This design comes from an exercise in tuning for small area, a short achievable clock period and few clock cycles on the open sky130 flow, not from production work. Only simulation tests tie the RTL to the original design; equivalence was not proved. Power figures rest on the tool's default switching activity, not on a simulated workload.

## flow/design.v (module list and top-level ports; edited modules follow where they fit)
// module alu: 32 lines
// module shifter: 30 lines
// module mux2ig: 3 lines
// module and2g: 3 lines
// module xor2g: 3 lines
// module xnor2g: 3 lines
// module a21oig: 3 lines
// module o21aig: 3 lines
// module ksadd32: 655 lines
// module ksadd14: 218 lines
// module controller: 63 lines
// module reg32: 11 lines
// module regfile: 29 lines
// module reg32e: 8 lines
// module decode5: 13 lines
// module rdmux31: 26 lines
// module aoi222: 3 lines
// module nand2g: 3 lines
// module nand3g: 3 lines
// module nand4g: 3 lines
// module nor2g: 3 lines
// module inv1g: 3 lines
// module nor3g: 3 lines
// module ldconv: 13 lines
// module stconv: 5 lines
// module stbits: 7 lines
// module kappa3_light_core: 188 lines
// module mispred: 7 lines
// module dffq: 7 lines
// module ctlff: 10 lines
// module add17: 5 lines
module kappa3_light_core(input         clock,
			 input 	       reset,
			 output [31:0] mem_addr,
			 output        mem_read,
			 output        mem_write,
			 output [31:0] mem_wrdata,
			 output [3:0]  mem_wrbits,
			 input [31:0]  mem_rddata);
  // ...
==> flow/flow/run.sh <==
#!/bin/bash
# Layout flow: the standard synthesis (standard.sh synth, unchanged), then
# the standard ORFS steps (standard.sh) with three changes:
#  - the port buffers are buf_4 cells instead of the cell buffer_ports picks
#    by default (a slow delay cell on this platform);
#  - timing repair aims for a larger setup margin, on the worst endpoints only;
#  - clock tree synthesis inserts no dummy loads (same buffers and clustering
#    as config.mk's CTS settings).
# make's output goes to flow_synth.log and flow_layout.log, each ORFS step's
# to orfs/logs/.
set -euo pipefail
cd "$(dirname "$0")/.."
bash standard.sh synth > flow_synth.log 2>&1
bash standard.sh "BUFFER_PORTS_ARGS=-buffer_cell sky130_fd_sc_hd__buf_4" \
     SETUP_SLACK_MARGIN=6.0 TNS_END_PERCENT=5 \
     "CTS_ARGS=-sink_clustering_enable -repair_clock_nets -buf_list sky130_fd_sc_hd__clkbuf_16 -sink_clustering_size 24 -sink_clustering_max_diameter 80 -dont_use_dummy_load" \
     finish > flow_layout.log 2>&1
==> flow/standard.sh <==
#!/bin/bash
# synth_recipe.tcl (not shown) runs the flow's synth.tcl, then flattens the netlist and writes it again
# the make line also repeats each setting of config.mk as NAME=value (left out here)
make -C /OpenROAD-flow-scripts/flow DESIGN_CONFIG=/design/flow/config.mk WORK_HOME=/design/flow/orfs CLKGATE_MAP_FILE= SYNTH_SCRIPT=/design/flow/synth_recipe.tcl "${@:-finish}"
==> flow/config.mk <==
export PLATFORM = sky130hd
export DESIGN_NAME = kappa3_light_core
export DESIGN_NICKNAME = kappa3_light_core
export VERILOG_FILES = /design/flow/design.v
export SDC_FILE = /design/flow/constraint.sdc
export NUM_CORES = 8
export LEC_CHECK = 0
export CAP_MARGIN = 25
export CORE_MARGIN = 2
export CORE_UTILIZATION = 60
export CTS_BUF_LIST = sky130_fd_sc_hd__clkbuf_16
export CTS_CLUSTER_DIAMETER = 80
export CTS_CLUSTER_SIZE = 24
export PLACE_DENSITY = 0.7
export SLEW_MARGIN = 25
export SYNTH_HIERARCHICAL = 1
==> flow/constraint.sdc <==
create_clock -name core_clock -period 10.0 [get_ports {clock}]
set_input_delay 2.0000 -clock core_clock [delete_from_list [all_inputs] [get_ports {clock}]]
set_output_delay 2.0000 -clock core_clock [all_outputs]
set_load 0.01 [all_outputs]
==> metrics.md, run 1 <==
| Metric | Value |
|---|---|
| Post-DP HPWL | `172,000 um` |
| Pwr dens | `224 mW/mm^2` |
| VDD IR max | `0.186 mV` |
| Total number of vias | `53,400` |
| Outcome | `finished clean` |
| Die Ht | `326 um` |
| ANT nets after route | `0` |
| Met3 global-route usage | `13.2%` |
| Biggest register | `regfile_inst.g.r.out` |
| Fin crit period | `4330 ps` |
| Clock buffers | `58` |
| Pwr Total | `15,500 uW` |
| Worst-path cell chain | `buf_4 -> nand4bb_2 -> a21oi_2 -> buf_4 -> a222oi_1 -> nand2_1 -> nor2_1 -> nand3_1 -> o21ai_0 -> o21ai_0` |
| Worst-path clk slew | `80 ps` |
| Post-synth EDFFs | `1,055` |
| Inverters | `211` |
| Comb. pwr | `5480 uW` |
| Largest family of logic cells by synthesized area | `compound AO/OA/AOI/OAI gates` |
| Top cells by count, synth | `1,055 x edfxtp_1, 663 x nand2_1, 650 x a222oi_1` |
| Vias in the first global route | `48,200` |
| Final cell utilization of the core | `67.3%` |
| Cell count along the critical path | `10` |
| Post-synthesis cell area | `0.0621 mm^2` |
| Max-cap violations | `0` |
| P&R area growth vs syn | `11.6%` |
| Clock-cell share of area | `2.09%` |
| Multi-input logic portion of the cell area | `39.3%` |
| Synth Area in Simple Gates | `10.9%` |
| Async SR Flop Fraction | `2.32%` |
| Post-CTS Setup Inserts | `26` |
| Critical Path AT | `4840 ps` |
| FP Rows | `118` |
| Max FFs per register | `992` |
| Final hold violation count | `0` |
| Placed Cells | `6,729` |
| Register area share after synthesis | `56.1%` |
| CTS Hold Bufs | `0` |
| FF+latch area | `0.0349 mm^2` |
| Wire length on met2 | `111,000 um` |
| Comb power frac | `35.3%` |
| Vias/cell | `7.76` |
| Htree depth | `2` |
| Sw Share | `40.1%` |
| Port Buffers | `88` |
Testbench counts, summed over its fixed seeds: cycles 653,986.
==> run 2: changes to the inputs <==
--- a/flow/flow/run.sh
+++ b/flow/flow/run.sh
@@ -14,3 +14,3 @@
 bash standard.sh "BUFFER_PORTS_ARGS=-buffer_cell sky130_fd_sc_hd__buf_4" \
-     SETUP_SLACK_MARGIN=6.0 TNS_END_PERCENT=5 \
+     SETUP_SLACK_MARGIN=6.5 TNS_END_PERCENT=5 \
      "CTS_ARGS=-sink_clustering_enable -repair_clock_nets -buf_list sky130_fd_sc_hd__clkbuf_16 -sink_clustering_size 24 -sink_clustering_max_diameter 80 -dont_use_dummy_load" \
==> run 2 against run 1 <==
  * Synthesized cell count stayed put
  * Die area is the same
  * Sequential power about the same
  * First-iteration DRC count rose by 0.15%
  * Still clean
  * Final cell count grew 1.3%
  * Combinational power rose by 4.0%
  * Clock power increased by 2%
  * Core utilization is 3.0 points higher
  * Largest power group unchanged
  * Non-clock buffer count is 108 higher
  * Maximum frequency is 8.8% higher
==> metrics.md, run 2 <==
| Metric | Value |
|---|---|
| Total number of vias | `54,200 (+1.4%)` |
| Reg-to-Reg Start | `e_op[1]` |
| Outcome | `finished clean` |
| Yosys warns | `12` |
| Clock Latency Late Sink | `780 ps` |
| Grt ovf | `0` |
| Most Crowded Layer GR | `met2` |
| CTS root buf | `clkbuf_16` |
| Synth unique cells | `93` |
| Post-synth EDFFs | `1,055 (unchanged)` |
| Post-synthesis cell area | `0.0621 mm^2 (unchanged)` |
| Layout cells sized above 1 | `21.2%` |
| Max FFs per register | `992 (unchanged)` |
| RSZ-0062 raised after global routing | `yes` |
| Final hold violation count | `0 (unchanged)` |
| IO Pins | `104` |
| Area of the core | `0.103 mm^2` |
| Top cells by count, synth | `1,055 x edfxtp_1, 663 x nand2_1, 650 x a222oi_1` |
| Worst Max-Slew Pin Slew | `1120 ps` |
| Most frequent cell after synthesis | `edfxtp_1` |
| Skew final | `151 ps` |
| Final instance area | `0.0724 mm^2` |
| Vias/cell | `7.77 (about the same)` |
| Crit path required time | `10,620 ps` |
| Grt met1 use | `59.4%` |
| Register area share after synthesis | `56.1% (unchanged)` |
| DRT Wirelength | `268,000 um` |
| TritonRoute pass-1 iters | `17` |
| Top cell type's share of synthesized area | `51.0%` |
| CP endpoint | `q_b.q[10]` |
| Fin Setup TNS | `0 ps` |
| Clock tree buffer depth | `3` |
| Drt wl/cell | `38.4 um` |
| Synth Instances | `5,284` |
| Htree depth | `2 (unchanged)` |
| Synthesized flop and latch total | `1,208` |
| Largest net degree at the start of global routing | `66` |
| Die ar. | `0.106 mm^2` |
| Vias in the first global route | `48,900 (+1.4%)` |
| Layout Nets | `5,707` |
| Critical path fanouts, max | `11` |
| Main flop type after synthesis | `edfxtp_1` |
| P&R area growth vs syn | `16.6%` |
| Area leader, netlist | `edfxtp_1` |
| # clock sinks | `1,208` |
| Fillcell total | `7,343` |
| Endpoints failing setup | `0` |
| Max-cap violations | `0 (unchanged)` |
| Critical path class | `input pin to flip-flop` |
| Worst Setup SP | `mem_rddata[21]` |
| R2R Setup Slk | `6120 ps` |
| DP Area | `0.0661 mm^2` |
| GRT met2 Usage | `70.1%` |
| First-pass GRT wire length | `363,000 um` |
| CTS Hold Bufs | `0 (unchanged)` |
| Initial Util | `60.3%` |
| Port Buffers | `88 (unchanged)` |
| Fmax | `251 MHz` |
| CTS tree | `built` |
| ANT nets after route | `0 (unchanged)` |
| R2R cell count | `14` |
| Met3 global-route usage | `14.2% (+0.98 points)` |
| Pleak | `0.0266 uW` |
| DRT iter0 DRCs | `13,600` |
| Async SR Flop Fraction | `2.32% (unchanged)` |
| Pwr dens | `217 mW/mm^2 (-2.8%)` |
| Biggest register | `regfile_inst.g.r.out` |
| Largest cells by area after synthesis | `edfxtp_1 51%, a222oi_1 10%, dfxtp_1 4.0%` |
| Syn_area_per_cell | `11.8 um^2` |
| DRC errors left | `0` |
| CTS Buf Count | `60` |
| Worst-path clk slew | `80 ps (about the same)` |
| Relative slew margins | `23.4%` |
| VDD IR max | `0.215 mV (+16%)` |
| Die Ht | `326 um (unchanged)` |
| R2R Path End | `q_b.q[25]` |
| Hold_sp | `e_f3[2]` |
| Hold depth | `0` |
| FP Rows | `118 (unchanged)` |
| Die width | `326 um` |
| Tightest Hold Check Type | `flip-flop to flip-flop` |
| Critical Path AT | `4590 ps (-250 ps)` |
| Most common cell after layout, fill and taps aside | `edfxtp_1` |
| Most frequent cells in the layout | `1,055 x edfxtp_1, 650 x a222oi_1, 646 x nand2_1` |
| Post-DP HPWL | `171,000 um (-0.38%)` |
| Initial antenna violation count | `3` |
| GP Congestion | `1.05` |
| Gr usage total | `47.9%` |
| Tcrit/Tclk final | `39.8%` |
| Type of element capturing the critical path | `flip-flop` |
| CP Launch Type | `input pin` |
| Fin crit period | `3980 ps (-349 ps)` |
| Slew Limit Fails | `0` |
## run 2: cell count changes in the layout (fill, tap and decap cells not counted), sizes merged
cell,previous run,this run
diode,11,5
o21ai,327,319
bufbuf,0,2
a21oi,276,270
buf,328,423
clkbuf,60,73
## run 2: critical path: stages
cell and delay [ps]:
buf_16 120, nand2b_4 160, buf_12 150, o21ai_4 80
buf_12 150, buf_12 130, buf_12 140, a222oi_1 340
nand2_1 180, nor2_1 320, nand3_1 140, or3_1 390
a21o_1 200, nand3_1 70
## run 2: where the power goes
part	switching [uW]	internal (uW)	total [uW]
Combinational	4050	1640	5700
Clock	1560	1060	2620
Sequential	679	6750	7430
Total	6290	9450	15700
## run 2: cell families (layout without fill, tap and decap cells)
kind of cell             after synthesis  in the layout  synth area share (%)
other                                  3             63                0.0181
flip-flops                          1208           1208                  56.1
adder cells (fa/ha/maj)               82             82                  1.66
buffers and inverters                460            709                  3.62
multiplexers                         274            274                  4.54
AO/OA/AOI/OAI                       1574           1575                  20.3
XOR/XNOR                             198            198                  2.79
AND/OR/NAND/NOR                     1485           1485                  10.9
## run 2: cell type report
class,instances,area (um^2),share of cell area (%)
Sequential cell,1208,34900,48.2
Multi-Input combinational cell,3672,28500,39.3
Timing Repair Buffer,438,4970,6.86
Tap cell,1380,1730,2.38
Clock buffer,60,1500,2.07
Inverter,211,797,1.10
Antenna cell,5,12.5,0.0173
## run 2: timing repair
action,CTS,global route
gates resized for setup,428,245
gates cloned,10,15
setup buffers,88,55
setup endpoints to repair,275,702
pin swaps,100,174
## run 2: modules after synthesis (local to each module, per instance), excerpt
module	cells inside	area, um^2	times used
alu	358	2510	1
aoi222	1	10.0	640
controller	152	918	1
o21aig	1	5.00	89
stbits	7	43.8	1
xnor2g	1	8.76	31
xor2g	1	8.76	87
## run 2: worst min path at each step
stage / endpoint / slack [ps]
6_report: m_f3[2] / 440
5_1_grt: m_f3[2] / 440
4_1_cts: m_f3[2] / 440
3_5_place_dp: m_f3[2] / 420
3_3_place_gp: m_f3[2] / 410
2_1_floorplan: m_f3[2] / 400
## run 2: stage by stage
stage	setup slack (ps)	instances	total power, uW	utilization, %	hold slack, ps
6_report	6020	6974	15700	70.3	441
5_1_grt	6030	6969	16100	70.3	441
4_1_cts	6250	6899	15200	68.5	438
3_5_place_dp	4690	6741	12500	64.2	423
3_3_place_gp	4770	6729	12400	63.9	407
2_1_floorplan	5920	5339	10100	-	400
## run 2: per-layer routing
layer | part of all wire, % | vias to the layer above
met4 | 11 | 6
met5 | 0.079 | -
met2 | 42 | 5231
li1 | - | 21700
met1 | 32 | 26100
met3 | 15 | 1146
==> run 3: changes to the inputs <==
--- a/flow/config.mk
+++ b/flow/config.mk
@@ -9,3 +9,3 @@
 export CORE_MARGIN = 2
-export CORE_UTILIZATION = 60
+export CORE_UTILIZATION = 50
 export CTS_BUF_LIST = sky130_fd_sc_hd__clkbuf_16
@@ -13,3 +13,2 @@
 export CTS_CLUSTER_SIZE = 24
-export PLACE_DENSITY = 0.7
 export SLEW_MARGIN = 25
==> run 3 against run 2 <==
  * Still clean
  * Sequential share of layout area down 0.94 points
  * Maximum frequency fell by 1.7%
  * Critical path depth fell by 2
==> metrics.md, run 3 <==
| Metric | Value |
|---|---|
| Final instance area | `0.0739 mm^2 (+2.0%)` |
| Multi-input logic area | `0.0290 mm^2 (+1.7%)` |
| Fin crit period | `4050 ps (+68.5 ps)` |
| Relative slew margins | `33.3% (+9.9 points)` |
| Die width | `357 um (+9.4%)` |
| Layout cells sized above 1 | `22.3% (+1.2 points)` |
| WL met3 | `37,000 um (-8.1%)` |
| Clock Latency Late Sink | `710 ps (-70 ps)` |
| R2R cell count | `15 (+1)` |
| Most frequent cell after synthesis | `edfxtp_1` |
| Fin Setup TNS | `0 ps (unchanged)` |
| Largest cells by area after synthesis | `edfxtp_1 51%, a222oi_1 10%, dfxtp_1 4.0%` |
| Worst Max-Slew Pin Slew | `1000 ps (-117 ps)` |
| Worst-path cell chain | `buf_16 -> nand4bb_4 -> buf_6 -> o21ai_4 -> clkbuf_16 -> a222oi_1 -> nand2_1 -> nor2_4 -> nand3_2 -> or3_4 -> a21o_1 -> nand3_1` |
| Initial Util | `50.3% (-10 points)` |
| Initial antenna violation count | `3 (unchanged)` |
| Synth Instances | `5,284 (unchanged)` |
| Area of the core | `0.123 mm^2 (+20%)` |
| Yosys warns | `12 (unchanged)` |
| Hold Path Sink | `mread` |
| Clock tree buffer depth | `3 (unchanged)` |
| Post-synth EDFFs | `1,055 (unchanged)` |
| # clock sinks | `1,208 (unchanged)` |
| Endpoints failing setup | `0 (unchanged)` |
| Grt ovf | `0 (unchanged)` |
| CTS root buf | `clkbuf_16` |
| DRT Wirelength | `281,000 um (+5.0%)` |
| Crit path required time | `10,620 ps (about the same)` |
| RSZ-0062 raised after global routing | `yes` |
| DR top layer | `met4` |
| Most common cell after layout, fill and taps aside | `edfxtp_1` |
| Metal1 wirelength | `95,900 um (+12%)` |
| Slew Limit Fails | `0 (unchanged)` |
| Htree depth | `3 (+1)` |
| Port Buffers | `88 (unchanged)` |
| Critical Path AT | `4670 ps (+80 ps)` |
| ANT nets after route | `0 (unchanged)` |
| Pleak | `0.0270 uW (+1.7%)` |
| Biggest register | `regfile_inst.g.r.out` |
| Top cell type's share of synthesized area | `51.0% (unchanged)` |
| FP Rows | `129 (+9.3%)` |
| CTS tree | `built` |
| Type of element capturing the critical path | `flip-flop` |
| Max FFs per register | `992 (unchanged)` |
| Tcrit/Tclk final | `40.5% (+0.68 points)` |
| DRC errors left | `0 (unchanged)` |
| DP Area | `0.0667 mm^2 (+0.86%)` |
| Largest net degree at the start of global routing | `66 (unchanged)` |
| Die Ht | `357 um (+9.4%)` |
| Register area share after synthesis | `56.1% (unchanged)` |
| Total number of vias | `53,700 (-0.81%)` |
| VDD IR max | `0.225 mV (+4.8%)` |
| Max-cap violations | `0 (unchanged)` |
| GP Congestion | `1.00 (-5.1%)` |
| First-pass GRT wire length | `373,000 um (+2.8%)` |
| CTS Hold Bufs | `0 (unchanged)` |
| R2R Path End | `maddr[13]` |
| Most frequent cells in the layout | `1,055 x edfxtp_1, 650 x a222oi_1, 633 x nand2_1` |
| Outcome | `finished clean` |
| Syn_area_per_cell | `11.8 um^2 (unchanged)` |
| Gr usage total | `41.7% (-6.2 points)` |
| Hold_ws | `444 ps (+3.72 ps)` |
| Vias in the first global route | `48,500 (-0.84%)` |
| Synthesized flop and latch total | `1,208 (unchanged)` |
| Worst-path clk slew | `100 ps (+20 ps)` |
| Final hold violation count | `0 (unchanged)` |
| Area leader, netlist | `edfxtp_1` |
| Die ar. | `0.127 mm^2 (+20%)` |
| CP Launch Type | `input pin` |
| TritonRoute pass-1 iters | `13 (-4)` |
| Fillcell total | `9,881 (+35%)` |
| Tightest Hold Check Type | `flip-flop to flip-flop` |
| Post-synthesis cell area | `0.0621 mm^2 (unchanged)` |
| Vias/cell | `7.35 (-5.3%)` |
| Critical path class | `input pin to flip-flop` |
| CTS Buf Count | `67 (+12%)` |
| Fmax | `247 MHz (-1.7%)` |
| DRT iter0 DRCs | `12,200 (-11%)` |
| Slowest stage cell, crit path | `a222oi_1` |
| Synth unique cells | `93 (unchanged)` |
| Skew final | `111 ps (-39.9 ps)` |
| Async SR Flop Fraction | `2.32% (unchanged)` |
| Pwr dens | `219 mW/mm^2 (+0.57%)` |
| Final cell utilization of the core | `59.8% (-10 points)` |
| Reg-to-Reg Start | `q_a.q[11]` |
| Drt wl/cell | `38.5 um (+0.18%)` |
| Hold_sp | `e_st` |
| Top cells by count, synth | `1,055 x edfxtp_1, 663 x nand2_1, 650 x a222oi_1` |
| Wire length on met2 | `123,000 um (+9.0%)` |
| Layout Nets | `5,780 (+1.3%)` |
| IO Pins | `104 (unchanged)` |
| Hold depth | `1 (+1)` |
| FF+latch area | `0.0349 mm^2 (about the same)` |
| Slowest stage delay, CP | `440 ps (+50 ps)` |
| Main flop type after synthesis | `edfxtp_1` |
| Post-DP HPWL | `178,000 um (+4.0%)` |
| P&R area growth vs syn | `18.9%` |
| R2R Setup Slk | `6140 ps (+20 ps)` |
| Critical path fanouts, max | `8 (-3)` |
-- run 3: changes by cell type in the layout (fill, tap and decap cells not counted), moves of 10 or more --
cell | previous run | this run
clkbuf_16 | 72 | 85
o21ai_4 | 45 | 57
xor2_4 | 3 | 20
mux2i_1 | 206 | 231
xor2_1 | 112 | 99
mux2i_2 | 23 | 2
buf_4 | 294 | 323
buf_6 | 34 | 52
dfxtp_2 | 15 | 25
nand2_2 | 17 | 31
nand2_1 | 646 | 633
-- run 3: what timing repair did --
action                                  CTS  global route
pin swaps                                66           261
endpoints found under the setup margin  704           852
cloned                                   14            30
gates resized for setup                 353           318
setup buffers                            88           100
-- run 3: report_power, final --
group / internal (uW) / switching [uW] / total, uW
clock: 1200 / 1610 / 2810
sequential: 6750 / 678 / 7430
combinational: 1700 / 4220 / 5920
total: 9640 / 6510 / 16200
-- run 3: per-stage QoR --
stage          setup slack, ps  instances  total power [uW]
6_report                  5950       7308             16200
5_1_grt                   6010       7299             16500
4_1_cts                   6080       7168             15700
3_5_place_dp              4580       6999             12700
3_3_place_gp              4610       6974             12600
2_1_floorplan             5920       5339             10100
-- run 3: how the worst max path moves through the flow --
stage                         from   endpoint  slack, ps  depth (start not counted)
finish              mem_rddata[24]   q_b.q[5]       5950                         12
detailed placement  mem_rddata[22]  q_sh.q[0]       4580                         11
CTS                 mem_rddata[17]  q_a.q[30]       6080                         10
global route        mem_rddata[24]  q_sh.q[0]       6010                         12
global placement    mem_rddata[22]  q_sh.q[3]       4610                         11
floorplan           mem_rddata[24]  q_sh.q[0]       5920                         10
-- run 3: per-layer routing --
metal / vias up / global-route usage, %
li1: 21900 / -
met1: 26300 / 52.8
met2: 4554 / 63.1
met3: 903 / 9.45
met4: 0 / 30.1
met5: - / 0
-- run 3: final cells by class --
| cell class | instances | area share [%] |
|---|---|---|
| antenna | 9 | 0.0305 |
| clock buffer | 67 | 2.27 |
| inverter | 211 | 1.08 |
| multi-input combinational | 3691 | 39.2 |
| sequential | 1208 | 47.3 |
| tap | 1637 | 2.77 |
| timing repair buffer | 485 | 7.32 |
-- run 3: kinds of logic after synthesis --
kind of cell               after synthesis  synth area share, %
AOI/OAI and AO/OA                     1574                 20.3
and+or+nand+nor                       1485                 10.9
DFF                                   1208                 56.1
buffers and inverters                  460                 3.62
muxes                                  274                 4.54
xor gates and xnor gates               198                 2.79
adders and majority gates               82                 1.66
other                                    3               0.0181
-- run 3: worst max-delay path: cells and delay by family --
family          cells  cell delay [ps]
simple gates        6             1440
compound gates      3              740
buf+inv             3              470
-- run 3: per-module statistics from Yosys, one instance, submodules excluded, excerpt --
module	flip-flops and latches	copies in the design
a21oig	0	120
nand2g	0	473
mispred	0	2
controller	0	1
add17	0	1
aoi222	0	640
xor2g	0	87
and2g	0	58
nor2g	0	256
xnor2g	0	31
stconv	0	1
reg32e	32	31
regfile	0	1
ctlff	1	10
shifter	0	1
==> run 4: changes to the inputs <==
--- a/flow/flow/run.sh
+++ b/flow/flow/run.sh
@@ -14,3 +14,3 @@
 bash standard.sh "BUFFER_PORTS_ARGS=-buffer_cell sky130_fd_sc_hd__buf_4" \
-     SETUP_SLACK_MARGIN=6.5 TNS_END_PERCENT=5 \
+     SETUP_SLACK_MARGIN=6.25 TNS_END_PERCENT=5 \
      "CTS_ARGS=-sink_clustering_enable -repair_clock_nets -buf_list sky130_fd_sc_hd__clkbuf_16 -sink_clustering_size 24 -sink_clustering_max_diameter 80 -dont_use_dummy_load" \
--- a/flow/config.mk
+++ b/flow/config.mk
@@ -9,3 +9,3 @@
 export CORE_MARGIN = 2
-export CORE_UTILIZATION = 50
+export CORE_UTILIZATION = 60
 export CTS_BUF_LIST = sky130_fd_sc_hd__clkbuf_16
@@ -13,2 +13,3 @@
 export CTS_CLUSTER_SIZE = 24
+export PLACE_DENSITY = 0.7
 export SLEW_MARGIN = 25
==> run 4 against run 3 <==
  * Critical path type unchanged
  * Highest routed layer is now met5
  * Area after synthesis unchanged
  * Synthesized cell count is the same
  * Final cell count is 5.2% lower
  * Critical path depth is 2 lower
==> metrics.md, run 4 <==
| Metric | Value |
|---|---|
| Syn_area_per_cell | `11.8 um^2 (unchanged)` |
| Yosys warns | `12 (unchanged)` |
| Slowest stage cell, crit path | `a222oi_1` |
| Area of the core | `0.103 mm^2 (-17%)` |
| Slowest stage delay, CP | `510 ps (+70 ps)` |
| Crit path required time | `10,520 ps (-100 ps)` |
| Outcome | `finished clean` |
| IO Pins | `104 (unchanged)` |
| Relative slew margins | `27.6% (-5.7 points)` |
| R2R cell count | `12 (-3)` |
| Fin Setup TNS | `0 ps (unchanged)` |
| Async SR Flop Fraction | `2.32% (unchanged)` |
| Initial Util | `60.3% (+10 points)` |
| DRT iter0 DRCs | `13,600 (+12%)` |
| Gr usage total | `47.5% (+5.8 points)` |
| Delay-heaviest family, CP | `simple AND/OR/NAND/NOR gates` |
| Skew final | `87.6 ps (-23.6 ps)` |
| CTS Buf Count | `61 (-9.0%)` |
| Post-DP HPWL | `170,000 um (-4.5%)` |
| Comb power frac | `35.5% (-1.1 points)` |
| Biggest register | `regfile_inst.g.r.out` |
| # clock sinks | `1,208 (unchanged)` |
| Max-cap violations | `0 (unchanged)` |
| Most frequent cell after synthesis | `edfxtp_1` |
| Synth Instances | `5,284 (unchanged)` |
| Drt wl/cell | `37.9 um (-1.6%)` |
| Critical Path AT | `4590 ps (-80 ps)` |
| Clock tree buffer depth | `3 (unchanged)` |
| RSZ-0062 raised after global routing | `yes` |
| CTS tree | `built` |
| Synthesized flop and latch total | `1,208 (unchanged)` |
| Grt ovf | `0 (unchanged)` |
| Critical path class | `input pin to flip-flop` |
| Layout Nets | `5,659 (-2.1%)` |
| Synth Area in XOR/XNOR | `2.79% (unchanged)` |
| Metal1 wirelength | `84,900 um (-11%)` |
| Fin crit period | `4060 ps (+15.7 ps)` |
| GP Congestion | `1.04 (+4.1%)` |
| Largest net degree at the start of global routing | `66 (unchanged)` |
| Final hold violation count | `0 (unchanged)` |
| Sequential Power Share | `47.5% (+1.5 points)` |
| Largest cells by area after synthesis | `edfxtp_1 51%, a222oi_1 10%, dfxtp_1 4.0%` |
| Total number of vias | `54,000 (+0.47%)` |
| Post-synthesis cell area | `0.0621 mm^2 (unchanged)` |
| CP Launch Type | `input pin` |
| Die ar. | `0.106 mm^2 (-16%)` |
| Clk pwr share | `16.9% (-0.5 points)` |
| Htree depth | `2 (-1)` |
| Initial antenna violation count | `11 (+8)` |
| Synth Area in Adders | `1.66% (unchanged)` |
| Die Ht | `326 um (-8.6%)` |
| First-pass GRT wire length | `362,000 um (-3.0%)` |
| Top cells by count, synth | `1,055 x edfxtp_1, 663 x nand2_1, 650 x a222oi_1` |
| Layout cells sized above 1 | `19.1% (-3.3 points)` |
| DRC errors left | `0 (unchanged)` |
| CTS Hold Bufs | `0 (unchanged)` |
| Die width | `326 um (-8.6%)` |
| Main flop type after synthesis | `edfxtp_1` |
| Synth unique cells | `93 (unchanged)` |
| Post-synth EDFFs | `1,055 (unchanged)` |
| Critical path fanouts, max | `32 (+24)` |
| Endpoints failing setup | `0 (unchanged)` |
| Max FFs per register | `992 (unchanged)` |
| Sw Share | `39.9% (-0.36 points)` |
| Fmax | `246 MHz (-0.39%)` |
| Pwr dens | `221 mW/mm^2 (+1.2%)` |
| Vias/cell | `7.79 (+6.0%)` |
| Largest family of logic cells by synthesized area | `compound AO/OA/AOI/OAI gates` |
| Slew Limit Fails | `0 (unchanged)` |
| Clock Latency Late Sink | `740 ps (+30 ps)` |
| CTS root buf | `clkbuf_16` |
| Wire length on met2 | `110,000 um (-10%)` |
| Cell count along the critical path | `10 (-2)` |
| Synth Area in Simple Gates | `10.9% (unchanged)` |
| DR top layer | `met5` |
| P&R area growth vs syn | `13.6%` |
| Vias in the first global route | `49,100 (+1.3%)` |
| Pleak | `0.0260 uW (-3.8%)` |
| Mux share of post-synthesis cell area | `4.54% (unchanged)` |
| Hold depth | `0 (-1)` |
| ANT nets after route | `0 (unchanged)` |
| Tcrit/Tclk final | `40.6% (+0.16 points)` |
| Worst-path clk slew | `90 ps (about the same)` |
| Type of element capturing the critical path | `flip-flop` |
| VDD IR max | `0.204 mV (-9.5%)` |
| Worst Max-Slew Pin Slew | `1090 ps (+85.4 ps)` |
| Port Buffers | `88 (unchanged)` |
| WL met3 | `39,800 um (+7.7%)` |
| Int Pwr | `9380 uW (-2.7%)` |
| Most common cell after layout, fill and taps aside | `edfxtp_1` |
| Compound-cell area share of the yosys netlist | `20.3% (unchanged)` |
| Sw Pwr | `6240 uW (-4.2%)` |
| CP bufs+invs | `2 (-1)` |
| Top cell type's share of synthesized area | `51.0% (unchanged)` |
| Worst-path cell chain | `buf_4 -> nand2b_4 -> o21ai_2 -> buf_4 -> a222oi_1 -> nand2_1 -> nor2_2 -> nand3_1 -> o21ai_0 -> o21ai_0` |
| Most frequent cells in the layout | `1,055 x edfxtp_1, 651 x nand2_1, 650 x a222oi_1` |
| Register area share after synthesis | `56.1% (unchanged)` |
| TritonRoute pass-1 iters | `15 (+2)` |
| Tightest Hold Check Type | `flip-flop to flip-flop` |
| DRT Wirelength | `262,000 um (-6.7%)` |
| FP Rows | `118 (-8.5%)` |
| Hold_ws | `461 ps (+16.8 ps)` |
| Area leader, netlist | `edfxtp_1` |
[run 4: cell counts after synthesis]
No cell type changed its count.
[run 4: metrics by stage]
| stage | area (um^2) | cells | power, uW | worst slack (ps) | util (%) |
|---|---|---|---|---|---|
| 2_1_floorplan | 62800 | 5339 | 10100 | 5910 | - |
| 3_3_place_gp | 65600 | 6726 | 12500 | 4730 | 63.7 |
| 3_5_place_dp | 65800 | 6734 | 12500 | 4810 | 63.8 |
| 4_1_cts | 69600 | 6883 | 15200 | 6190 | 67.6 |
| 5_1_grt | 70600 | 6921 | 15900 | 5960 | 68.5 |
| 6_report | 70600 | 6927 | 15600 | 5940 | 68.5 |
[run 4: routing by layer]
metal | global-route usage, % | vias up
met5 | 0 | -
met4 | 37.9 | 4
met3 | 11.5 | 1125
met2 | 69.2 | 5414
met1 | 61.0 | 25800
li1 | - | 21700
[run 4: logic make-up after synthesis]
group,Yosys count
AND/OR/NAND/NOR,1485
flip-flops,1208
other,3
multiplexers,274
adder cells (fa/ha/maj),82
buffers and inverters,460
AO/OA/AOI/OAI,1574
XOR/XNOR,198
[run 4: path summary, 6_finish.rpt]
path / start / slack, ps / end
max: mem_rddata[15] / 5940 / q_a.q[24]
min: e_f3[2] / 460 / m_f3[2]
max reg2reg: e_cin / 6190 / q_b.q[14]
min reg2reg: e_f3[2] / 460 / m_f3[2]
max in group asynchronous: reset / 8420 / c_fd_f.q
min in group asynchronous: reset / 1210 / fpc[10]
[run 4: per-module statistics from Yosys (local to each module, per instance), excerpt]
module             cells inside  area [um^2]  flip-flops and latches  times used
kappa3_light_core          1166         9530                     137           1
mispred                       5         40.0                       0           2
mux2ig                        1         10.0                       0         192
xor2g                         1         8.76                       0          87
nand2g                        1         3.75                       0         473
nor2g                         1         3.75                       0         256
[run 4: power groups by stage]
| stage | logic (uW) | clock network, uW | registers [uW] |
|---|---|---|---|
| after floorplan | 2830 | 0 | 7300 |
| final | 5550 | 2640 | 7420 |
| after global routing | 5700 | 2780 | 7440 |
| after CTS | 5230 | 2610 | 7380 |
| after detailed placement | 5050 | 0 | 7480 |
| after global placement | 4990 | 0 | 7460 |
[run 4: what timing repair did]
action	in CTS	in global routing
resized for setup	330	132
pin swaps	97	84
cloned	13	9
setup endpoints to repair	105	150
setup buffers	75	29
[run 4: layout make-up]
type	instances	area [um^2]
Inverter	211	797
Multi-Input combinational cell	3678	27700
Fill cell	7688	32400
Timing Repair Buffer	383	3890
Clock buffer	61	1530
Antenna cell	6	15.0
Tap cell	1380	1730
Sequential cell	1208	34900

-- what the ideal ports hide --
No port has a modelled driver above. Below, the same layouts with a new extraction and two added sets of constraints.
Step 1, drivers: a clkbuf_16 drives clock and a buf_2 each remaining input, both assumed.
Step 2 moves the port delays by t, midway between the first and last clock arrival at a register: inputs arrive t later, outputs are due t later. That takes back most of the time a late clock gives input paths.
a / b / c = ideal / step 1 / step 2; a / b = the first two.
run	shift t [ns]	setup slack, ns	clock arrival spread, ns
run 1	0.766	5.673 / 5.718 / 4.952	0.110 / 0.110
run 2	0.776	6.023 / 5.876 / 5.100	0.151 / 0.151
run 3	0.727	5.954 / 5.845 / 5.118	0.112 / 0.112
run 4	0.776	5.939 / 5.902 / 5.126	0.088 / 0.088
After both steps every run listed still meets setup and hold. For run 2, which loses most, drivers alone change the setup slack by -0.147 ns; drivers and shift together by -0.923 ns.
